Source: an optimization exercise on an open RTL-to-GDS flow (aim: small area and a short achievable clock period). Production flows keep margins and buffers that such runs may drop. The RTL was checked by simulation tests, not by an equivalence proof against the original design.

$ cat flow/run.sh
#!/bin/bash
# synth_recipe.tcl (not shown) runs the flow's synth.tcl, then flattens the netlist and writes it again
# the make line also repeats each setting of config.mk as NAME=value (left out here)
make -C /OpenROAD-flow-scripts/flow DESIGN_CONFIG=/design/flow/config.mk WORK_HOME=/design/flow/orfs CLKGATE_MAP_FILE= SYNTH_SCRIPT=/design/flow/synth_recipe.tcl finish
$ cat flow/config.mk
export PLATFORM = sky130hd
export DESIGN_NAME = PE_array
export DESIGN_NICKNAME = PE_array
export VERILOG_FILES = /design/flow/design.v
export SDC_FILE = /design/flow/constraint.sdc
export NUM_CORES = 4
export LEC_CHECK = 0
export CAP_MARGIN = 20
export CORE_MARGIN = 2
export CORE_UTILIZATION = 40
export PLACE_DENSITY = 0.6
export SLEW_MARGIN = 20
export SYNTH_HIERARCHICAL = 1
export SYNTH_MINIMUM_KEEP_SIZE = 0
$ cat flow/constraint.sdc
create_clock -name core_clock -period 6.5 [get_ports {clk}]
set_input_delay 1.3000 -clock core_clock [delete_from_list [all_inputs] [get_ports {clk}]]
set_output_delay 1.3000 -clock core_clock [all_outputs]
set_load 0.01 [all_outputs]
$ cat flow/design.v
module PE (
	input              clk          ,
	input              rst_n        ,
	input              reset_pe     ,
	input              write_out_en ,
	input      [15:0]  top_in       ,
	input      [15:0]  left_in      ,
	input      [15:0]  mac_in       ,
	output reg [15:0]  bottom_out   ,
	output reg [15:0]  right_out    ,
	output reg [15:0]  mac_out
);
	wire [15:0] pp0 = {16{left_in[0]}} & top_in[15:0];
	wire [14:0] pp1 = {15{left_in[1]}} & top_in[14:0];
	wire [13:0] pp2 = {14{left_in[2]}} & top_in[13:0];
	wire [12:0] pp3 = {13{left_in[3]}} & top_in[12:0];
	wire [11:0] pp4 = {12{left_in[4]}} & top_in[11:0];
	wire [10:0] pp5 = {11{left_in[5]}} & top_in[10:0];
	wire [9:0] pp6 = {10{left_in[6]}} & top_in[9:0];
	wire [8:0] pp7 = {9{left_in[7]}} & top_in[8:0];
	wire [7:0] pp8 = {8{left_in[8]}} & top_in[7:0];
	wire [6:0] pp9 = {7{left_in[9]}} & top_in[6:0];
	wire [5:0] pp10 = {6{left_in[10]}} & top_in[5:0];
	wire [4:0] pp11 = {5{left_in[11]}} & top_in[4:0];
	wire [3:0] pp12 = {4{left_in[12]}} & top_in[3:0];
	wire [2:0] pp13 = {3{left_in[13]}} & top_in[2:0];
	wire [1:0] pp14 = {2{left_in[14]}} & top_in[1:0];
	wire [0:0] pp15 = {1{left_in[15]}} & top_in[0:0];
	reg  [15:0] acc ;
	wire n0, n1;
	HA u_n0 (.a(acc[0]), .b(pp0[0]), .s(n0), .co(n1));
	wire n2, n3;
	FA u_n2 (.a(acc[1]), .b(pp0[1]), .c(pp1[0]), .s(n2), .co(n3));
	wire n4, n5;
	HA u_n4 (.a(n1), .b(n2), .s(n4), .co(n5));
	wire n6, n7;
	FA u_n6 (.a(acc[2]), .b(pp0[2]), .c(pp1[1]), .s(n6), .co(n7));
	wire n8, n9;
	FA u_n8 (.a(pp2[0]), .b(n3), .c(n6), .s(n8), .co(n9));
	wire n10, n11;
	HA u_n10 (.a(n5), .b(n8), .s(n10), .co(n11));
	wire n12, n13;
	FA u_n12 (.a(acc[3]), .b(pp0[3]), .c(pp1[2]), .s(n12), .co(n13));
	wire n14, n15;
	FA u_n14 (.a(pp2[1]), .b(pp3[0]), .c(n7), .s(n14), .co(n15));
	wire n16, n17;
	FA u_n16 (.a(n12), .b(n14), .c(n9), .s(n16), .co(n17));
	wire n18, n19;
	HA u_n18 (.a(n11), .b(n16), .s(n18), .co(n19));
	wire n20, n21;
	FA u_n20 (.a(acc[4]), .b(pp0[4]), .c(pp1[3]), .s(n20), .co(n21));
	wire n22, n23;
	FA u_n22 (.a(pp2[2]), .b(pp3[1]), .c(pp4[0]), .s(n22), .co(n23));
	wire n24, n25;
	FA u_n24 (.a(n13), .b(n20), .c(n22), .s(n24), .co(n25));
	wire n26, n27;
	FA u_n26 (.a(n15), .b(n24), .c(n17), .s(n26), .co(n27));
	wire n28, n29;
	HA u_n28 (.a(n19), .b(n26), .s(n28), .co(n29));
	wire n30, n31;
	FA u_n30 (.a(acc[5]), .b(pp0[5]), .c(pp1[4]), .s(n30), .co(n31));
	wire n32, n33;
	FA u_n32 (.a(pp2[3]), .b(pp3[2]), .c(pp4[1]), .s(n32), .co(n33));
	wire n34, n35;
	FA u_n34 (.a(pp5[0]), .b(n21), .c(n23), .s(n34), .co(n35));
	wire n36, n37;
	FA u_n36 (.a(n30), .b(n32), .c(n25), .s(n36), .co(n37));
	wire n38, n39;
	FA u_n38 (.a(n34), .b(n36), .c(n27), .s(n38), .co(n39));
	wire n40, n41;
	HA u_n40 (.a(n29), .b(n38), .s(n40), .co(n41));
	wire n42, n43;
	FA u_n42 (.a(acc[6]), .b(pp0[6]), .c(pp1[5]), .s(n42), .co(n43));
	wire n44, n45;
	FA u_n44 (.a(pp2[4]), .b(pp3[3]), .c(pp4[2]), .s(n44), .co(n45));
	wire n46, n47;
	FA u_n46 (.a(pp5[1]), .b(pp6[0]), .c(n31), .s(n46), .co(n47));
	wire n48, n49;
	FA u_n48 (.a(n33), .b(n42), .c(n44), .s(n48), .co(n49));
	wire n50, n51;
	FA u_n50 (.a(n35), .b(n46), .c(n48), .s(n50), .co(n51));
	wire n52, n53;
	FA u_n52 (.a(n37), .b(n50), .c(n39), .s(n52), .co(n53));
	wire n54, n55;
	FA u_n54 (.a(acc[7]), .b(pp0[7]), .c(pp1[6]), .s(n54), .co(n55));
	wire n56, n57;
	FA u_n56 (.a(pp2[5]), .b(pp3[4]), .c(pp4[3]), .s(n56), .co(n57));
	wire n58, n59;
	FA u_n58 (.a(pp5[2]), .b(pp6[1]), .c(pp7[0]), .s(n58), .co(n59));
	wire n60, n61;
	FA u_n60 (.a(n43), .b(n45), .c(n54), .s(n60), .co(n61));
	wire n62, n63;
	FA u_n62 (.a(n56), .b(n58), .c(n47), .s(n62), .co(n63));
	wire n64, n65;
	FA u_n64 (.a(n49), .b(n60), .c(n62), .s(n64), .co(n65));
	wire n66, n67;
	HA u_n66 (.a(n51), .b(n64), .s(n66), .co(n67));
	wire n68, n69;
	FA u_n68 (.a(acc[8]), .b(pp0[8]), .c(pp1[7]), .s(n68), .co(n69));
	wire n70, n71;
	FA u_n70 (.a(pp2[6]), .b(pp3[5]), .c(pp4[4]), .s(n70), .co(n71));
	wire n72, n73;
	FA u_n72 (.a(pp5[3]), .b(pp6[2]), .c(pp7[1]), .s(n72), .co(n73));
	wire n74, n75;
	FA u_n74 (.a(pp8[0]), .b(n55), .c(n57), .s(n74), .co(n75));
	wire n76, n77;
	FA u_n76 (.a(n59), .b(n68), .c(n70), .s(n76), .co(n77));
	wire n78, n79;
	FA u_n78 (.a(n72), .b(n61), .c(n74), .s(n78), .co(n79));
	wire n80, n81;
	FA u_n80 (.a(n76), .b(n63), .c(n78), .s(n80), .co(n81));
	wire n82, n83;
	HA u_n82 (.a(n65), .b(n80), .s(n82), .co(n83));
	wire n84, n85;
	FA u_n84 (.a(acc[9]), .b(pp0[9]), .c(pp1[8]), .s(n84), .co(n85));
	wire n86, n87;
	FA u_n86 (.a(pp2[7]), .b(pp3[6]), .c(pp4[5]), .s(n86), .co(n87));
	wire n88, n89;
	FA u_n88 (.a(pp5[4]), .b(pp6[3]), .c(pp7[2]), .s(n88), .co(n89));
	wire n90, n91;
	FA u_n90 (.a(pp8[1]), .b(pp9[0]), .c(n69), .s(n90), .co(n91));
	wire n92, n93;
	FA u_n92 (.a(n71), .b(n73), .c(n84), .s(n92), .co(n93));
	wire n94, n95;
	FA u_n94 (.a(n86), .b(n88), .c(n75), .s(n94), .co(n95));
	wire n96, n97;
	FA u_n96 (.a(n77), .b(n90), .c(n92), .s(n96), .co(n97));
	wire n98, n99;
	FA u_n98 (.a(n79), .b(n94), .c(n96), .s(n98), .co(n99));
	wire n100, n101;
	HA u_n100 (.a(n81), .b(n98), .s(n100), .co(n101));
	wire n102, n103;
	FA u_n102 (.a(acc[10]), .b(pp0[10]), .c(pp10[0]), .s(n102), .co(n103));
	wire n104, n105;
	FA u_n104 (.a(pp1[9]), .b(pp2[8]), .c(pp3[7]), .s(n104), .co(n105));
	wire n106, n107;
	FA u_n106 (.a(pp4[6]), .b(pp5[5]), .c(pp6[4]), .s(n106), .co(n107));
	wire n108, n109;
	FA u_n108 (.a(pp7[3]), .b(pp8[2]), .c(pp9[1]), .s(n108), .co(n109));
	wire n110, n111;
	FA u_n110 (.a(n85), .b(n87), .c(n89), .s(n110), .co(n111));
	wire n112, n113;
	FA u_n112 (.a(n102), .b(n104), .c(n106), .s(n112), .co(n113));
	wire n114, n115;
	FA u_n114 (.a(n108), .b(n91), .c(n110), .s(n114), .co(n115));
	wire n116, n117;
	FA u_n116 (.a(n93), .b(n112), .c(n95), .s(n116), .co(n117));
	wire n118, n119;
	FA u_n118 (.a(n114), .b(n97), .c(n116), .s(n118), .co(n119));
	wire n120, n121;
	HA u_n120 (.a(n99), .b(n101), .s(n120), .co(n121));
	wire n122, n123;
	FA u_n122 (.a(acc[11]), .b(pp0[11]), .c(pp10[1]), .s(n122), .co(n123));
	wire n124, n125;
	FA u_n124 (.a(pp11[0]), .b(pp1[10]), .c(pp2[9]), .s(n124), .co(n125));
	wire n126, n127;
	FA u_n126 (.a(pp3[8]), .b(pp4[7]), .c(pp5[6]), .s(n126), .co(n127));
	wire n128, n129;
	FA u_n128 (.a(pp6[5]), .b(pp7[4]), .c(pp8[3]), .s(n128), .co(n129));
	wire n130, n131;
	FA u_n130 (.a(pp9[2]), .b(n103), .c(n105), .s(n130), .co(n131));
	wire n132, n133;
	FA u_n132 (.a(n107), .b(n109), .c(n122), .s(n132), .co(n133));
	wire n134, n135;
	FA u_n134 (.a(n124), .b(n126), .c(n128), .s(n134), .co(n135));
	wire n136, n137;
	FA u_n136 (.a(n111), .b(n113), .c(n130), .s(n136), .co(n137));
	wire n138, n139;
	FA u_n138 (.a(n132), .b(n134), .c(n115), .s(n138), .co(n139));
	wire n140, n141;
	FA u_n140 (.a(n136), .b(n117), .c(n138), .s(n140), .co(n141));
	wire n142, n143;
	HA u_n142 (.a(n119), .b(n140), .s(n142), .co(n143));
	wire n144, n145;
	FA u_n144 (.a(acc[12]), .b(pp0[12]), .c(pp10[2]), .s(n144), .co(n145));
	wire n146, n147;
	FA u_n146 (.a(pp11[1]), .b(pp12[0]), .c(pp1[11]), .s(n146), .co(n147));
	wire n148, n149;
	FA u_n148 (.a(pp2[10]), .b(pp3[9]), .c(pp4[8]), .s(n148), .co(n149));
	wire n150, n151;
	FA u_n150 (.a(pp5[7]), .b(pp6[6]), .c(pp7[5]), .s(n150), .co(n151));
	wire n152, n153;
	FA u_n152 (.a(pp8[4]), .b(pp9[3]), .c(n123), .s(n152), .co(n153));
	wire n154, n155;
	FA u_n154 (.a(n125), .b(n127), .c(n129), .s(n154), .co(n155));
	wire n156, n157;
	FA u_n156 (.a(n144), .b(n146), .c(n148), .s(n156), .co(n157));
	wire n158, n159;
	FA u_n158 (.a(n150), .b(n131), .c(n133), .s(n158), .co(n159));
	wire n160, n161;
	FA u_n160 (.a(n135), .b(n152), .c(n154), .s(n160), .co(n161));
	wire n162, n163;
	FA u_n162 (.a(n156), .b(n137), .c(n158), .s(n162), .co(n163));
	wire n164, n165;
	FA u_n164 (.a(n160), .b(n139), .c(n162), .s(n164), .co(n165));
	wire n166, n167;
	HA u_n166 (.a(n141), .b(n164), .s(n166), .co(n167));
	wire n168, n169;
	FA u_n168 (.a(acc[13]), .b(pp0[13]), .c(pp10[3]), .s(n168), .co(n169));
	wire n170, n171;
	FA u_n170 (.a(pp11[2]), .b(pp12[1]), .c(pp13[0]), .s(n170), .co(n171));
	wire n172, n173;
	FA u_n172 (.a(pp1[12]), .b(pp2[11]), .c(pp3[10]), .s(n172), .co(n173));
	wire n174, n175;
	FA u_n174 (.a(pp4[9]), .b(pp5[8]), .c(pp6[7]), .s(n174), .co(n175));
	wire n176, n177;
	FA u_n176 (.a(pp7[6]), .b(pp8[5]), .c(pp9[4]), .s(n176), .co(n177));
	wire n178, n179;
	FA u_n178 (.a(n145), .b(n147), .c(n149), .s(n178), .co(n179));
	wire n180, n181;
	FA u_n180 (.a(n151), .b(n168), .c(n170), .s(n180), .co(n181));
	wire n182, n183;
	FA u_n182 (.a(n172), .b(n174), .c(n176), .s(n182), .co(n183));
	wire n184, n185;
	FA u_n184 (.a(n153), .b(n155), .c(n157), .s(n184), .co(n185));
	wire n186, n187;
	FA u_n186 (.a(n178), .b(n180), .c(n182), .s(n186), .co(n187));
	wire n188, n189;
	FA u_n188 (.a(n159), .b(n161), .c(n184), .s(n188), .co(n189));
	wire n190, n191;
	FA u_n190 (.a(n186), .b(n163), .c(n188), .s(n190), .co(n191));
	wire n192, n193;
	HA u_n192 (.a(n165), .b(n190), .s(n192), .co(n193));
	wire n194, n195;
	FA u_n194 (.a(acc[14]), .b(pp0[14]), .c(pp10[4]), .s(n194), .co(n195));
	wire n196, n197;
	FA u_n196 (.a(pp11[3]), .b(pp12[2]), .c(pp13[1]), .s(n196), .co(n197));
	wire n198, n199;
	FA u_n198 (.a(pp14[0]), .b(pp1[13]), .c(pp2[12]), .s(n198), .co(n199));
	wire n200, n201;
	FA u_n200 (.a(pp3[11]), .b(pp4[10]), .c(pp5[9]), .s(n200), .co(n201));
	wire n202, n203;
	FA u_n202 (.a(pp6[8]), .b(pp7[7]), .c(pp8[6]), .s(n202), .co(n203));
	wire n204, n205;
	FA u_n204 (.a(pp9[5]), .b(n169), .c(n171), .s(n204), .co(n205));
	wire n206, n207;
	FA u_n206 (.a(n173), .b(n175), .c(n177), .s(n206), .co(n207));
	wire n208, n209;
	FA u_n208 (.a(n194), .b(n196), .c(n198), .s(n208), .co(n209));
	wire n210, n211;
	FA u_n210 (.a(n200), .b(n202), .c(n179), .s(n210), .co(n211));
	wire n212, n213;
	FA u_n212 (.a(n181), .b(n183), .c(n204), .s(n212), .co(n213));
	wire n214, n215;
	FA u_n214 (.a(n206), .b(n208), .c(n185), .s(n214), .co(n215));
	wire n216, n217;
	FA u_n216 (.a(n210), .b(n187), .c(n212), .s(n216), .co(n217));
	wire n218, n219;
	FA u_n218 (.a(n189), .b(n214), .c(n216), .s(n218), .co(n219));
	wire n220, n221;
	HA u_n220 (.a(n191), .b(n218), .s(n220), .co(n221));
	wire n222 = acc[15] ^ pp0[15] ^ pp10[5] ^ pp11[4] ^ pp12[3] ^ pp13[2] ^ pp14[1] ^ pp15[0] ^ pp1[14] ^ pp2[13] ^ pp3[12] ^ pp4[11] ^ pp5[10] ^ pp6[9] ^ pp7[8] ^ pp8[7] ^ pp9[6] ^ n195 ^ n197 ^ n199 ^ n201 ^ n203 ^ n205 ^ n207 ^ n209 ^ n211 ^ n213 ^ n215 ^ n217 ^ n219;
	wire [15:0] ra = {n221, n193, n167, n143, n121, n118, n83, n67, n66, n41, n40, n28, n18, n10, n4, n0};
	wire [15:0] rb = {n222, n220, n192, n166, n142, n120, n100, n82, n53, n52, 1'b0, 1'b0, 1'b0, 1'b0, 1'b0, 1'b0};
	wire [15:0] nxt;
	assign nxt[5:0] = ra[5:0];
	assign nxt[15:6] = ra[15:6] + rb[15:6];
	always @(posedge clk or negedge rst_n) begin
		if (!rst_n) begin
			acc        <= 16'd0 ;
			bottom_out <= 16'd0 ;
			right_out  <= 16'd0 ;
			mac_out    <= 16'd0 ;
		end
		else begin
			acc        <= reset_pe ? 16'd0 : nxt ;
			bottom_out <= top_in ;
			right_out  <= left_in ;
			mac_out    <= write_out_en ? mac_in : acc ;
		end
	end
endmodule
module FA (input a, input b, input c, output s, output co);
	assign s  = a ^ b ^ c ;
	assign co = (a & b) | (a & c) | (b & c) ;
endmodule
module HA (input a, input b, output s, output co);
	assign s  = a ^ b ;
	assign co = a & b ;
endmodule
module PE_array #(
    parameter DATA_WIDTH    = 16 ,
    parameter SYSTOLIC_SIZE = 4
) (
    input                                       clk          ,
    input                                       rst_n        ,
    input                                       reset_pe     ,
    input                                       write_out_en ,
    input  [SYSTOLIC_SIZE * DATA_WIDTH - 1 : 0] wgt_in       ,
    input  [SYSTOLIC_SIZE * DATA_WIDTH - 1 : 0] ifm_in       ,
    output [SYSTOLIC_SIZE * DATA_WIDTH - 1 : 0] ofm_out
);
    wire [15:0] dn  [0:3][0:3] ;
    wire [15:0] rt  [0:3][0:3] ;
    wire [15:0] mo  [0:3][0:3] ;
    PE pe_0_0 (
        .clk (clk), .rst_n (rst_n), .reset_pe (reset_pe), .write_out_en (write_out_en),
        .top_in (wgt_in[15:0]), .left_in (ifm_in[15:0]), .mac_in (mo[0][1]),
        .bottom_out (dn[0][0]), .right_out (rt[0][0]), .mac_out (mo[0][0])
    );
    PE pe_0_1 (
        .clk (clk), .rst_n (rst_n), .reset_pe (reset_pe), .write_out_en (write_out_en),
        .top_in (wgt_in[31:16]), .left_in (rt[0][0]), .mac_in (mo[0][2]),
        .bottom_out (dn[0][1]), .right_out (rt[0][1]), .mac_out (mo[0][1])
    );
    PE pe_0_2 (
        .clk (clk), .rst_n (rst_n), .reset_pe (reset_pe), .write_out_en (write_out_en),
        .top_in (wgt_in[47:32]), .left_in (rt[0][1]), .mac_in (mo[0][3]),
        .bottom_out (dn[0][2]), .right_out (rt[0][2]), .mac_out (mo[0][2])
    );
    PE pe_0_3 (
        .clk (clk), .rst_n (rst_n), .reset_pe (reset_pe), .write_out_en (write_out_en),
        .top_in (wgt_in[63:48]), .left_in (rt[0][2]), .mac_in (16'd0),
        .bottom_out (dn[0][3]), .right_out (rt[0][3]), .mac_out (mo[0][3])
    );
    PE pe_1_0 (
        .clk (clk), .rst_n (rst_n), .reset_pe (reset_pe), .write_out_en (write_out_en),
        .top_in (dn[0][0]), .left_in (ifm_in[31:16]), .mac_in (mo[1][1]),
        .bottom_out (dn[1][0]), .right_out (rt[1][0]), .mac_out (mo[1][0])
    );
    PE pe_1_1 (
        .clk (clk), .rst_n (rst_n), .reset_pe (reset_pe), .write_out_en (write_out_en),
        .top_in (dn[0][1]), .left_in (rt[1][0]), .mac_in (mo[1][2]),
        .bottom_out (dn[1][1]), .right_out (rt[1][1]), .mac_out (mo[1][1])
    );
    PE pe_1_2 (
        .clk (clk), .rst_n (rst_n), .reset_pe (reset_pe), .write_out_en (write_out_en),
        .top_in (dn[0][2]), .left_in (rt[1][1]), .mac_in (mo[1][3]),
        .bottom_out (dn[1][2]), .right_out (rt[1][2]), .mac_out (mo[1][2])
    );
    PE pe_1_3 (
        .clk (clk), .rst_n (rst_n), .reset_pe (reset_pe), .write_out_en (write_out_en),
        .top_in (dn[0][3]), .left_in (rt[1][2]), .mac_in (16'd0),
        .bottom_out (dn[1][3]), .right_out (rt[1][3]), .mac_out (mo[1][3])
    );
    PE pe_2_0 (
        .clk (clk), .rst_n (rst_n), .reset_pe (reset_pe), .write_out_en (write_out_en),
        .top_in (dn[1][0]), .left_in (ifm_in[47:32]), .mac_in (mo[2][1]),
        .bottom_out (dn[2][0]), .right_out (rt[2][0]), .mac_out (mo[2][0])
    );
    PE pe_2_1 (
        .clk (clk), .rst_n (rst_n), .reset_pe (reset_pe), .write_out_en (write_out_en),
        .top_in (dn[1][1]), .left_in (rt[2][0]), .mac_in (mo[2][2]),
        .bottom_out (dn[2][1]), .right_out (rt[2][1]), .mac_out (mo[2][1])
    );
    PE pe_2_2 (
        .clk (clk), .rst_n (rst_n), .reset_pe (reset_pe), .write_out_en (write_out_en),
        .top_in (dn[1][2]), .left_in (rt[2][1]), .mac_in (mo[2][3]),
        .bottom_out (dn[2][2]), .right_out (rt[2][2]), .mac_out (mo[2][2])
    );
    PE pe_2_3 (
        .clk (clk), .rst_n (rst_n), .reset_pe (reset_pe), .write_out_en (write_out_en),
        .top_in (dn[1][3]), .left_in (rt[2][2]), .mac_in (16'd0),
        .bottom_out (dn[2][3]), .right_out (rt[2][3]), .mac_out (mo[2][3])
    );
    PE pe_3_0 (
        .clk (clk), .rst_n (rst_n), .reset_pe (reset_pe), .write_out_en (write_out_en),
        .top_in (dn[2][0]), .left_in (ifm_in[63:48]), .mac_in (mo[3][1]),
        .bottom_out (dn[3][0]), .right_out (rt[3][0]), .mac_out (mo[3][0])
    );
    PE pe_3_1 (
        .clk (clk), .rst_n (rst_n), .reset_pe (reset_pe), .write_out_en (write_out_en),
        .top_in (dn[2][1]), .left_in (rt[3][0]), .mac_in (mo[3][2]),
        .bottom_out (dn[3][1]), .right_out (rt[3][1]), .mac_out (mo[3][1])
    );
    PE pe_3_2 (
        .clk (clk), .rst_n (rst_n), .reset_pe (reset_pe), .write_out_en (write_out_en),
        .top_in (dn[2][2]), .left_in (rt[3][1]), .mac_in (mo[3][3]),
        .bottom_out (dn[3][2]), .right_out (rt[3][2]), .mac_out (mo[3][2])
    );
    PE pe_3_3 (
        .clk (clk), .rst_n (rst_n), .reset_pe (reset_pe), .write_out_en (write_out_en),
        .top_in (dn[2][3]), .left_in (rt[3][2]), .mac_in (16'd0),
        .bottom_out (dn[3][3]), .right_out (rt[3][3]), .mac_out (mo[3][3])
    );
    assign ofm_out[15:0] = mo[0][0] ;
    assign ofm_out[31:16] = mo[1][0] ;
    assign ofm_out[47:32] = mo[2][0] ;
    assign ofm_out[63:48] = mo[3][0] ;
endmodule
==> impl_metrics.env, run 1 <==
export IMPL_outcome="timing/DRC/antenna clean"
export IMPL_worstPathRequired_ps=7050
export IMPL_ys_warn_count=8
export IMPL_ant_nets=0
export IMPL_drc=0
export IMPL_antenna_found_initial=10
export IMPL_met3_length_um=11400
export IMPL_crit_type="input port to flop"
export IMPL_fillers=19100
export IMPL_grt_first_pass_wirelength_um=357000
export IMPL_cts_max_path_buffers=3
export IMPL_overflow=0
export IMPL_tns_ps=0
export IMPL_clock_latency_ps=740
export IMPL_numCtsBuffers=100
export IMPL_cts_max_level=3
export IMPL_hold_path_class="flop to flop"
export IMPL_fin_nets=9006
export IMPL_syn_avg_cell_area_um2=12.5
export IMPL_via_per_inst=5.13
export IMPL_fp_coreArea_um2=207000
export IMPL_initial_utilization=0.403
export IMPL_finalSetupViolations=0
export IMPL_synthCells=6657
export IMPL_syn_cell_area_um2=83500
export IMPL_ctsResizeCount=0
export IMPL_cp_end_kind="flop"
export IMPL_seq_area_um2=22400
export IMPL_slew_headroom=0.296
export IMPL_pin_count=196
export IMPL_cp_max_fo=5
export IMPL_die_x_um=461
export IMPL_met2_length_um=111000
export IMPL_rr_worst_depth=16
export IMPL_rsz0062_at_grt="no"
export IMPL_fmax_ghz=0.175
export IMPL_final_util=0.449
export IMPL_die_y_um=461
export IMPL_layout_commonest_cell="and2_1"
export IMPL_grt_pass1_vias=58100
export IMPL_post_cts_buffers=0
export IMPL_dp_hpwl_um=171000
export IMPL_hold_depth=0
export IMPL_dieArea_um2=213000
export IMPL_gp_congestion=0.889
export IMPL_multi_input_area_um2=60400
export IMPL_first_pass_iters=5
export IMPL_slew_viol_final=0
export IMPL_clkSinkCount=896
export IMPL_cp_arrival_ps=6270
export IMPL_syn_to_final_growth_pct=11.4
export IMPL_routed_wirelength_um=226000
export IMPL_grt_total_usage=0.221
export IMPL_hold_buffers=0
export IMPL_cts_tree="done"
export IMPL_finalHoldViolations=0
export IMPL_clkSlewWorstSetupHoldPaths_ps=70
export IMPL_period_share=0.879
export IMPL_final_cell_mix="and2_1, fa_1, dfrtp_1"
export IMPL_routed_top_layer="met5"
export IMPL_post_drt_wl_per_cell_um=23.1
export IMPL_skew_ps=34.3
export IMPL_drt_iter0_drc=3044
export IMPL_root_buffer="clkbuf_16"
export IMPL_start_kind="input port"
export IMPL_drive_gt1_frac=0.0875
export IMPL_cap_viol_max_count=0
export IMPL_wl_met1_um=95900
export IMPL_num_rows=167
export IMPL_numPortBuffers=195
export IMPL_min_period_ps=5710
export IMPL_grt_max_degree=169
export IMPL_tightest_slew_ps=1060
export IMPL_vias=50300
==> per-layer routing <==
layer,track usage,vias to the layer above
met3,0.0315,425
li1,-,21300
met1,0.300,27000
met5,0,-
met4,0.0676,2
met2,0.368,1514
==> critical path, cell delays in order <==
cell and delay [ps]:
clkdlybuf4s50_1 470, and2_1 200, fa_1 420, fa_1 470
fa_1 450, fa_1 410, fa_1 410, fa_1 440
ha_1 220, fa_1 420, a21o_1 180, a21oi_1 210
o21bai_1 90, a21oi_1 220, o21ai_0 150, xnor2_1 160
nor2_1 60
==> area by class of cell <==
type | instances | area share
Tap cell | 2788 | 0.0375
Sequential cell | 896 | 0.241
Multi-Input combinational cell | 5568 | 0.649
Inverter | 16 | 0.000645
Timing Repair Buffer | 356 | 0.0353
Clock inverter | 68 | 0.00820
Clock buffer | 117 | 0.0286
Antenna cell | 3 | 0.0000806
==> stage by stage <==
stage,cells,instance area [um^2],setup WS [ps],hold slack [ps]
2_1_floorplan,6720,83800,929,354
3_3_place_gp,9624,89700,17.7,380
3_5_place_dp,9624,89700,81.3,380
4_1_cts,9809,93100,869,403
5_1_grt,9809,93100,548,409
6_report,9812,93100,786,407
==> final timing paths <==
| kind | from | endpoint | slack [ps] |
|---|---|---|---|
| worst max-delay path | ifm_in[0] | pe_0_0.acc[14]$_DFF_PN0_ | 790 |
| worst min-delay path | pe_0_1.bottom_out[15]$_DFF_PN0_ | pe_1_1.bottom_out[15]$_DFF_PN0_ | 410 |
| worst max register to register | pe_2_0.right_out[0]$_DFF_PN0_ | pe_2_1.acc[14]$_DFF_PN0_ | 910 |
| worst min register to register | pe_0_1.bottom_out[15]$_DFF_PN0_ | pe_1_1.bottom_out[15]$_DFF_PN0_ | 410 |
| max in group asynchronous | rst_n | pe_1_0.mac_out[12]$_DFF_PN0_ | 4410 |
| min in group asynchronous | rst_n | pe_3_3.acc[7]$_DFF_PN0_ | 490 |
==> inputs of run 2 (changes only) <==
--- a/flow/config.mk
+++ b/flow/config.mk
@@ -9,6 +9,7 @@
 export CORE_MARGIN = 2
 export CORE_UTILIZATION = 40
 export PLACE_DENSITY = 0.6
+export SETUP_SLACK_MARGIN = 1.0
 export SLEW_MARGIN = 20
 export SYNTH_HIERARCHICAL = 1
 export SYNTH_MINIMUM_KEEP_SIZE = 0
==> impl_metrics.env, run 2 <==
export IMPL_die_y_um=461
export IMPL_cp_end_kind="flop"
export IMPL_hold_path_class="flop to flop"
export IMPL_via_per_inst=5.13
export IMPL_initial_utilization=0.403
export IMPL_fillers=18900
export IMPL_final_util=0.452
export IMPL_critPathCapture="pe_2_0.acc[15]$_DFF_PN0_"
export IMPL_drc=0
export IMPL_first_pass_iters=7
export IMPL_start_kind="input port"
export IMPL_cts_max_path_buffers=3
export IMPL_ant_nets=0
export IMPL_slew_viol_final=0
export IMPL_num_rows=167
export IMPL_antenna_found_initial=12
export IMPL_clkSlewWorstSetupHoldPaths_ps=70
export IMPL_vias=50300
export IMPL_post_drt_wl_per_cell_um=23.3
export IMPL_clkSinkCount=896
export IMPL_worstPathRequired_ps=7090
export IMPL_dp_hpwl_um=173000
export IMPL_rr_worst_depth=16
export IMPL_drive_gt1_frac=0.0971
export IMPL_outcome="timing/DRC/antenna clean"
export IMPL_slew_headroom=0.397
export IMPL_grt_first_pass_wirelength_um=359000
export IMPL_root_buffer="clkbuf_16"
export IMPL_finalSetupViolations=0
export IMPL_numPortBuffers=195
export IMPL_finalHoldViolations=0
export IMPL_ys_warn_count=8
export IMPL_drt_iter0_drc=3034
export IMPL_numCtsBuffers=101
export IMPL_cts_tree="done"
export IMPL_cts_max_level=3
export IMPL_rsz0062_at_grt="yes"
export IMPL_die_x_um=461
export IMPL_layout_commonest_cell="and2_1"
export IMPL_cp_max_fo=5
export IMPL_timing_rr_start="pe_3_2.right_out[0]$_DFF_PN0_"
export IMPL_hold_depth=0
export IMPL_min_period_ps=5420
export IMPL_hold_buffers=0
export IMPL_syn_to_final_growth_pct=12.2
export IMPL_overflow=0
export IMPL_tns_ps=0
export IMPL_fmax_ghz=0.185
export IMPL_pin_count=196
export IMPL_crit_type="input port to flop"
export IMPL_synthCells=6657
export IMPL_period_share=0.834
export IMPL_grt_max_degree=184
export IMPL_tightest_slew_ps=904
export IMPL_cap_viol_max_count=0
export IMPL_grt_total_usage=0.223
export IMPL_syn_avg_cell_area_um2=12.5
export IMPL_syn_cell_area_um2=83500
export IMPL_startpoint="ifm_in[44]"
export IMPL_r2r_end="pe_3_3.acc[14]$_DFF_PN0_"
export IMPL_fin_nets=9007
export IMPL_dieArea_um2=213000
export IMPL_gp_congestion=0.888
export IMPL_cp_arrival_ps=6010
export IMPL_skew_ps=45.0
export IMPL_clock_latency_ps=770
export IMPL_fp_coreArea_um2=207000
export IMPL_grt_pass1_vias=58600
export IMPL_final_cell_mix="and2_1, fa_1, dfrtp_1"
export IMPL_rrSetupSlack_ps=1190
export IMPL_routed_wirelength_um=229000
## run 2: worst min path at each step
stage,slack [ps],startpoint,endpoint
floorplan,350,pe_0_0.right_out[15]$_DFF_PN0_,pe_0_1.right_out[15]$_DFF_PN0_
global placement,400,pe_0_0.right_out[15]$_DFF_PN0_,pe_0_1.right_out[15]$_DFF_PN0_
detailed placement,400,pe_0_0.right_out[15]$_DFF_PN0_,pe_0_1.right_out[15]$_DFF_PN0_
CTS,390,pe_0_0.right_out[15]$_DFF_PN0_,pe_0_1.right_out[15]$_DFF_PN0_
global route,400,pe_0_0.right_out[15]$_DFF_PN0_,pe_0_1.right_out[15]$_DFF_PN0_
finish,400,pe_0_0.right_out[15]$_DFF_PN0_,pe_0_1.right_out[15]$_DFF_PN0_
## run 2: routing by layer
metal,part of all wire,GRT usage,wire [um],up-vias
met2,0.50,0.380,115000,1456
met1,0.42,0.297,95600,27200
li1,-,-,-,21300
met4,0.030,0.0633,6860,2
met5,0.000066,0,15,-
met3,0.050,0.0314,11400,403
## run 2: metrics by stage
stage	cell area (um^2)	instances	worst slack (ps)	hold slack, ps
2_1_floorplan	83800	6720	1000	354
4_1_cts	93200	9793	1010	395
6_report	93700	9819	1080	403
3_5_place_dp	89500	9606	116	398
5_1_grt	93700	9812	986	402
3_3_place_gp	89500	9606	178	396
## run 2: layout make-up
cell class,instances,area [um^2],share of cell area
Antenna cell,8,20.0,0.000214
Clock buffer,126,2790,0.0298
Clock inverter,61,813,0.00868
Inverter,16,60.1,0.000641
Multi-Input combinational cell,5568,60600,0.646
Sequential cell,896,22500,0.240
Tap cell,2788,3490,0.0372
Timing Repair Buffer,356,3490,0.0373
## run 2: critical path, stage by stage
cell,delay [ps]
clkdlybuf4s50_1,550
and2_1,250
fa_1,540
fa_1,440
fa_1,430
fa_1,550
fa_1,450
ha_1,240
xnor2_2,160
xnor2_2,140
xnor2_1,200
xnor2_1,140
xnor3_1,410
xnor2_1,150
nor2_1,50
## run 2: repair_timing
action	CTS	global route
pin swaps	0	15
resized for setup	10	133
setup buffers	0	17
endpoints found under the setup margin	6	48
==> inputs of run 3 (changes only) <==
--- a/flow/config.mk
+++ b/flow/config.mk
@@ -9,7 +9,7 @@
 export CORE_MARGIN = 2
 export CORE_UTILIZATION = 40
 export PLACE_DENSITY = 0.6
-export SETUP_SLACK_MARGIN = 1.0
+export SETUP_SLACK_MARGIN = 1.5
 export SLEW_MARGIN = 20
 export SYNTH_HIERARCHICAL = 1
 export SYNTH_MINIMUM_KEEP_SIZE = 0
==> impl_metrics.env, run 3 <==
export IMPL_cts_max_level=3
export IMPL_hold_buffers=0
export IMPL_period_share=0.764
export IMPL_fp_coreArea_um2=207000
export IMPL_drc=0
export IMPL_synthCells=6657
export IMPL_outcome="timing/DRC/antenna clean"
export IMPL_slew_viol_final=0
export IMPL_grt_first_pass_wirelength_um=358000
export IMPL_crit_family="adder cells"
export IMPL_cp_max_fo=8
export IMPL_finalSetupViolations=0
export IMPL_vias=50300
export IMPL_crit_top_cell="fa_1"
export IMPL_rsz0062_at_grt="yes"
export IMPL_slowest_stage="fa_1"
export IMPL_drt_iter0_drc=2637
export IMPL_clkSlewWorstSetupHoldPaths_ps=60
export IMPL_fmax_ghz=0.201
export IMPL_final_cell_mix="and2_1, fa_1, dfrtp_1"
export IMPL_overflow=0
export IMPL_cp_end_kind="flop"
export IMPL_cts_max_path_buffers=3
export IMPL_antenna_found_initial=20
export IMPL_crit_buf_inv=2
export IMPL_hold_depth=0
export IMPL_routed_wirelength_um=227000
export IMPL_clock_latency_ps=740
export IMPL_grt_total_usage=0.221
export IMPL_ys_warn_count=8
export IMPL_cp_arrival_ps=5540
export IMPL_cap_viol_max_count=0
export IMPL_via_per_inst=5.11
export IMPL_initial_utilization=0.403
export IMPL_fin_nets=9040
export IMPL_pin_count=196
export IMPL_die_x_um=461
export IMPL_first_pass_iters=7
export IMPL_hold_ws_ps=427
export IMPL_tightest_slew_ps=1010
export IMPL_grt_max_degree=153
export IMPL_critical_path_depth=16
export IMPL_finalHoldViolations=0
export IMPL_syn_cell_area_um2=83500
export IMPL_crit_path_cell_trace="dlygate4sd2_1 > buf_6 > and2_1 > fa_1 > fa_1 > fa_1 > fa_1 > fa_1 > ha_1 > ha_4 > o21ai_0 > nand2b_1 > o31ai_4 > o21ai_2 > xnor2_1 > nor2_1"
export IMPL_worstPathRequired_ps=7080
export IMPL_cts_tree="done"
export IMPL_dp_hpwl_um=170000
export IMPL_slew_headroom=0.329
export IMPL_tns_ps=0
export IMPL_rr_worst_depth=14
export IMPL_min_period_ps=4970
export IMPL_layout_commonest_cell="and2_1"
export IMPL_post_drt_wl_per_cell_um=23.0
export IMPL_numPortBuffers=195
export IMPL_num_rows=167
export IMPL_syn_to_final_growth_pct=13.1
export IMPL_start_kind="input port"
export IMPL_gp_congestion=0.883
export IMPL_die_y_um=461
export IMPL_dieArea_um2=213000
export IMPL_grt_pass1_vias=59000
export IMPL_critical_path_max_stage_delay_ps=530
export IMPL_crit_type="input port to flop"
export IMPL_numCtsBuffers=98
export IMPL_ant_nets=0
export IMPL_rrSetupSlack_ps=1580
export IMPL_syn_avg_cell_area_um2=12.5
export IMPL_drive_gt1_frac=0.163
export IMPL_hold_path_class="flop to flop"
export IMPL_clkSinkCount=896
export IMPL_root_buffer="clkbuf_16"
export IMPL_skew_ps=45.0
run 3: cell type report:
cell class	instances	area (um^2)
antenna	3	7.51
fill	18900	113000
multi-input combinational	5568	61700
inverter	16	60.1
clock inverter	44	571
timing repair buffer	392	3320
sequential	896	22500
clock buffer	134	2760
tap	2788	3490
run 3: path summary, 6_finish.rpt:
kind                                                   end                             from
max                               pe_0_2.acc[15]$_DFF_PN0_                       wgt_in[38]
min                        pe_1_1.bottom_out[15]$_DFF_PN0_  pe_0_1.bottom_out[15]$_DFF_PN0_
max reg2reg                       pe_3_2.acc[15]$_DFF_PN0_    pe_3_1.right_out[7]$_DFF_PN0_
min reg2reg                pe_1_1.bottom_out[15]$_DFF_PN0_  pe_0_1.bottom_out[15]$_DFF_PN0_
max in group asynchronous    pe_3_2.right_out[2]$_DFF_PN0_                            rst_n
min in group asynchronous          pe_3_3.acc[7]$_DFF_PN0_                            rst_n
run 3: routing by layer:
layer  share of wire  GRT usage
met5         0.00014          0
met4           0.037     0.0718
met3           0.045     0.0314
met2            0.50      0.374
met1            0.42      0.294
run 3: repair_timing:
action,CTS,global route
pin swaps,35,123
setup endpoints to repair,71,59
hold endpoints to repair,0,0
resized for setup,318,344
cloned,3,1
setup buffers,47,25
run 3: per-stage QoR:
step           utilization  area, um^2  cells  setup WS, ps
2_1_floorplan            -       84500   6720          1300
3_3_place_gp         0.435       90100   9584           268
3_5_place_dp         0.435       90100   9584           221
4_1_cts              0.454       94100   9812          1450
5_1_grt              0.456       94500   9839          1380
6_report             0.456       94500   9841          1530
==> inputs of run 4 (changes only) <==
--- a/flow/config.mk
+++ b/flow/config.mk
@@ -9,7 +9,7 @@
 export CORE_MARGIN = 2
 export CORE_UTILIZATION = 40
 export PLACE_DENSITY = 0.6
-export SETUP_SLACK_MARGIN = 1.5
+export SETUP_SLACK_MARGIN = 2.0
 export SLEW_MARGIN = 20
 export SYNTH_HIERARCHICAL = 1
 export SYNTH_MINIMUM_KEEP_SIZE = 0
==> impl_metrics.env, run 4 <==
export IMPL_grt_first_pass_wirelength_um=365000
export IMPL_fin_nets=9282
export IMPL_first_pass_iters=7
export IMPL_setup_ws_ps=1610
export IMPL_tightest_slew_ps=959
export IMPL_hold_buffers=0
export IMPL_finalHoldViolations=0
export IMPL_cts_max_level=3
export IMPL_final_area_um2=99600
export IMPL_instances_no_fill=10100
export IMPL_drt_iter0_drc=3102
export IMPL_dp_hpwl_um=170000
export IMPL_skew_ps=32.4
export IMPL_finalSetupViolations=0
export IMPL_final_util=0.480
export IMPL_clock_latency_ps=750
export IMPL_dieArea_um2=213000
export IMPL_cp_max_fo=5
export IMPL_crit_type="input port to flop"
export IMPL_slew_viol_final=0
export IMPL_initial_utilization=0.403
export IMPL_pin_count=196
export IMPL_clkSinkCount=896
export IMPL_fmax_ghz=0.204
export IMPL_syn_to_final_growth_pct=19.2
export IMPL_die_x_um=461
export IMPL_rrSetupSlack_ps=1690
export IMPL_antenna_found_initial=10
export IMPL_period_share=0.753
export IMPL_outcome="timing/DRC/antenna clean"
export IMPL_rsz0062_at_grt="yes"
export IMPL_routed_wirelength_um=234000
export IMPL_post_drt_wl_per_cell_um=23.2
export IMPL_cts_tree="done"
export IMPL_syn_avg_cell_area_um2=12.5
export IMPL_via_per_inst=5.12
export IMPL_tns_ps=0
export IMPL_min_period_ps=4890
export IMPL_root_buffer="clkbuf_16"
export IMPL_ys_warn_count=8
export IMPL_dp_cells=9556
export IMPL_grt_total_usage=0.227
export IMPL_grt_max_degree=161
export IMPL_vias=51700
export IMPL_layout_commonest_cell="and2_1"
export IMPL_gp_congestion=0.876
export IMPL_syn_cell_area_um2=83500
export IMPL_cts_max_path_buffers=3
export IMPL_drive_gt1_frac=0.270
export IMPL_placed_cell_area_um2=90600
export IMPL_numCtsBuffers=101
export IMPL_num_rows=167
export IMPL_cp_end_kind="flop"
export IMPL_grt_pass1_vias=60400
export IMPL_cp_arrival_ps=5480
export IMPL_fp_coreArea_um2=207000
export IMPL_pre_cts_ws_ps=194
export IMPL_die_y_um=461
export IMPL_hold_ws_ps=407
export IMPL_overflow=0
export IMPL_numPortBuffers=195
export IMPL_slew_headroom=0.361
export IMPL_start_kind="input port"
export IMPL_clkSlewWorstSetupHoldPaths_ps=60
export IMPL_cap_viol_max_count=0
export IMPL_synthCells=6657
export IMPL_final_cell_mix="and2_1, fa_1, dfrtp_1"
export IMPL_fillers=18400
export IMPL_ant_nets=0
export IMPL_hold_path_class="flop to flop"
export IMPL_drc=0
export IMPL_worstPathRequired_ps=7080
run 4: path summary, 6_finish.rpt:
kind | endpoint | depth (start not counted) | startpoint
setup / recovery | pe_0_0.acc[15]$_DFF_PN0_ | 16 | ifm_in[4]
hold / removal | pe_1_2.bottom_out[15]$_DFF_PN0_ | 0 | pe_0_2.bottom_out[15]$_DFF_PN0_
setup reg to reg | pe_1_1.acc[14]$_DFF_PN0_ | 17 | pe_0_1.bottom_out[1]$_DFF_PN0_
hold reg to reg | pe_1_2.bottom_out[15]$_DFF_PN0_ | 0 | pe_0_2.bottom_out[15]$_DFF_PN0_
max in group asynchronous | pe_0_0.bottom_out[2]$_DFF_PN0_ | 2 | rst_n
min in group asynchronous | pe_3_3.acc[14]$_DFF_PN0_ | 1 | rst_n
run 4: area by class of cell:
cell class | count | area [um^2] | area share
clock buffer | 134 | 2820 | 0.0284
clock inverter | 49 | 641 | 0.00643
tap | 2788 | 3490 | 0.0350
antenna | 5 | 12.5 | 0.000126
inverter | 16 | 60.1 | 0.000603
multi-input combinational | 5568 | 64000 | 0.643
timing repair buffer | 631 | 5760 | 0.0579
sequential | 896 | 22700 | 0.228
run 4: metal layers:
layer | wire length [um] | GRT usage | vias up
met1 | 97800 | 0.299 | 27900
li1 | - | - | 21900
met4 | 8910 | 0.0775 | 6
met3 | 11000 | 0.0320 | 452
met2 | 117000 | 0.382 | 1445
met5 | 34 | 0 | -
run 4: critical path, cell delays in order:
cell	delay, ps
buf_6	90
buf_8	120
and2_4	150
fa_1	490
fa_2	410
fa_1	510
fa_1	550
fa_1	420
ha_2	220
xnor2_2	130
xnor2_1	130
xnor2_1	260
xnor2_1	180
xnor3_1	260
xnor2_1	180
nor2_1	50
run 4: what timing repair did:
| item | 4_1_cts | 5_1_grt |
|---|---|---|
| pin swaps | 335 | 295 |
| endpoints found under the hold margin | 0 | 0 |
| buffers inserted | 253 | 89 |
| resized for setup | 1225 | 252 |
| endpoints found under the setup margin | 129 | 76 |
| cloned | 0 | 1 |
==> inputs of run 5 (changes only) <==
--- a/flow/config.mk
+++ b/flow/config.mk
@@ -7,9 +7,9 @@
 export LEC_CHECK = 0
 export CAP_MARGIN = 20
 export CORE_MARGIN = 2
-export CORE_UTILIZATION = 40
-export PLACE_DENSITY = 0.6
-export SETUP_SLACK_MARGIN = 2.0
+export CORE_UTILIZATION = 55
+export PLACE_DENSITY = 0.75
+export SETUP_SLACK_MARGIN = 1.5
 export SLEW_MARGIN = 20
 export SYNTH_HIERARCHICAL = 1
 export SYNTH_MINIMUM_KEEP_SIZE = 0
==> impl_metrics.env, run 5 <==
export IMPL_tightest_slew_ps=867
export IMPL_skew_ps=30.8
export IMPL_finalSetupViolations=0
export IMPL_fillers=11600
export IMPL_clkSlewWorstSetupHoldPaths_ps=60
export IMPL_grt_total_usage=0.293
export IMPL_fp_coreArea_um2=151000
export IMPL_syn_avg_cell_area_um2=12.5
export IMPL_die_x_um=394
export IMPL_synthCells=6657
export IMPL_clkSinkCount=896
export IMPL_start_kind="input port"
export IMPL_cts_max_level=3
export IMPL_cp_arrival_ps=5590
export IMPL_clock_latency_ps=720
export IMPL_grt_first_pass_wirelength_um=349000
export IMPL_finalHoldViolations=0
export IMPL_root_buffer="clkbuf_16"
export IMPL_cts_tree="done"
export IMPL_hp_start="pe_1_2.bottom_out[15]$_DFF_PN0_"
export IMPL_crit_type="input port to flop"
export IMPL_gp_congestion=0.942
export IMPL_ant_nets=0
export IMPL_final_area_um2=93600
export IMPL_drc=0
export IMPL_cp_max_fo=11
export IMPL_timing_rr_start="pe_0_0.right_out[1]$_DFF_PN0_"
export IMPL_hold_depth=0
export IMPL_num_rows=143
export IMPL_layout_commonest_cell="and2_1"
export IMPL_slew_viol_final=0
export IMPL_fmax_ghz=0.199
export IMPL_hold_path_class="flop to flop"
export IMPL_first_pass_iters=5
export IMPL_post_drt_wl_per_cell_um=24.2
export IMPL_slew_headroom=0.422
export IMPL_drt_iter0_drc=3395
export IMPL_final_util=0.618
export IMPL_period_share=0.772
export IMPL_dp_hpwl_um=164000
export IMPL_dieArea_um2=155000
export IMPL_final_cell_mix="and2_1, fa_1, dfrtp_1"
export IMPL_numCtsBuffers=98
export IMPL_rrSetupSlack_ps=1520
export IMPL_syn_cell_area_um2=83500
export IMPL_grt_max_degree=168
export IMPL_worstHoldEndpoint="pe_2_2.bottom_out[15]$_DFF_PN0_"
export IMPL_pin_count=196
export IMPL_cts_max_path_buffers=3
export IMPL_numPortBuffers=195
export IMPL_worstPathRequired_ps=7070
export IMPL_rsz0062_at_grt="yes"
export IMPL_vias=51700
export IMPL_r2r_end="pe_0_1.acc[14]$_DFF_PN0_"
export IMPL_drive_gt1_frac=0.169
export IMPL_grt_pass1_vias=60100
export IMPL_rr_worst_depth=16
export IMPL_cap_viol_max_count=0
export IMPL_hold_buffers=0
export IMPL_overflow=0
export IMPL_hold_ws_ps=440
export IMPL_initial_utilization=0.552
export IMPL_syn_to_final_growth_pct=12.1
export IMPL_die_y_um=394
export IMPL_min_period_ps=5020
export IMPL_outcome="timing/DRC/antenna clean"
export IMPL_cp_end_kind="flop"
export IMPL_placed_cell_area_um2=89000
export IMPL_ys_warn_count=8
export IMPL_fin_nets=9042
export IMPL_routed_wirelength_um=220000
export IMPL_tns_ps=0
export IMPL_antenna_found_initial=8
export IMPL_via_per_inst=5.68
[run 5: layer usage]
metal / part of all wire / wire, um / global-route usage / up-vias
li1: - / - / - / 21400
met1: 0.38 / 82700 / 0.371 / 27400
met2: 0.50 / 110000 / 0.485 / 2136
met3: 0.060 / 13100 / 0.0499 / 724
met4: 0.062 / 13600 / 0.156 / 4
met5: 0.000096 / 21 / 0 / -
[run 5: final cells by class]
cell class | instances | area [um^2] | share of cell area
Sequential cell | 896 | 22500 | 0.241
Clock inverter | 58 | 667 | 0.00712
Multi-Input combinational cell | 5568 | 61700 | 0.660
Timing Repair Buffer | 394 | 3350 | 0.0357
Clock buffer | 123 | 2720 | 0.0290
Antenna cell | 5 | 12.5 | 0.000134
Inverter | 16 | 60.1 | 0.000642
Tap cell | 2030 | 2540 | 0.0271
[run 5: how the worst max path moves through the flow]
stage,from,end,slack [ps],cells past startpoint
after floorplan,wgt_in[0],pe_0_0.acc[15]$_DFF_PN0_,1300,15
after global placement,ifm_in[16],pe_1_0.acc[14]$_DFF_PN0_,330,17
after detailed placement,wgt_in[55],pe_0_3.acc[15]$_DFF_PN0_,220,15
after CTS,pe_0_1.bottom_out[1]$_DFF_PN0_,pe_1_1.acc[14]$_DFF_PN0_,1390,17
after global routing,wgt_in[18],pe_0_1.acc[14]$_DFF_PN0_,1380,17
final,wgt_in[17],pe_0_1.acc[14]$_DFF_PN0_,1480,17
[run 5: stage by stage]
| step | setup WS [ps] | instances |
|---|---|---|
| 5_1_grt | 1380 | 9085 |
| 2_1_floorplan | 1300 | 6720 |
| 6_report | 1480 | 9090 |
| 3_3_place_gp | 326 | 8809 |
| 3_5_place_dp | 224 | 8809 |
| 4_1_cts | 1390 | 9046 |
[run 5: repair_timing]
item,in CTS,in global routing
pin swaps,59,155
cloned,2,1
resized for setup,360,412
setup buffers,54,38
setup endpoints to repair,73,61
[run 5: critical path, cell delays in order]
cell and delay, ps:
buf_6 120, and2_4 150, fa_2 460, fa_2 390, fa_2 360, fa_2 380, fa_2 390, fa_2 440
ha_4 180, fa_2 380, a21o_1 170, a21oi_2 150, o21bai_1 110, a21oi_2 210, o21ai_2 120, xnor2_1 200
nor2_1 70

[what the ideal ports hide]
The results above use ideal ports. As a check the final layouts listed here were re-extracted and re-timed, cells and wires unchanged.
Step 1 (the two cells are an assumption about what drives the block):
set clk [get_ports {clk}]
set_driving_cell -lib_cell sky130_fd_sc_hd__clkbuf_16 $clk
set_driving_cell -lib_cell sky130_fd_sc_hd__buf_2 [delete_from_list [all_inputs] $clk]
Step 2 adds t to the input delays and takes it off the output delays; t is the mean of the earliest and latest rising clock arrival at the registers after step 1. Input paths then give back, and output paths get back, about the clock's delay inside the block.
Three values: ideal ports, drivers, drivers and shift; two values: the first two.
run	t (ns)	slack for setup (ns)	worst hold slack (ns)	worst setup path after step 2	cell pins on the clock port's net
run 1	0.808	0.786 / 0.840 / 0.032	0.407 / 0.407 / 0.407	input to register	1
run 2	0.832	1.080 / 1.141 / 0.309	0.403 / 0.403 / 0.403	input to register	1
run 3	0.800	1.534 / 1.581 / 0.801	0.427 / 0.427 / 0.427	input to register	1
run 4	0.821	1.606 / 1.664 / 0.843	0.407 / 0.407 / 0.407	input to register	1
run 5	0.788	1.485 / 1.518 / 0.729	0.440 / 0.440 / 0.440	input to register	1
After both steps setup and hold are still met in every run listed. The setup slack of run 2, which loses most, moves by +0.061 ns with the drivers and by -0.771 ns with both steps.
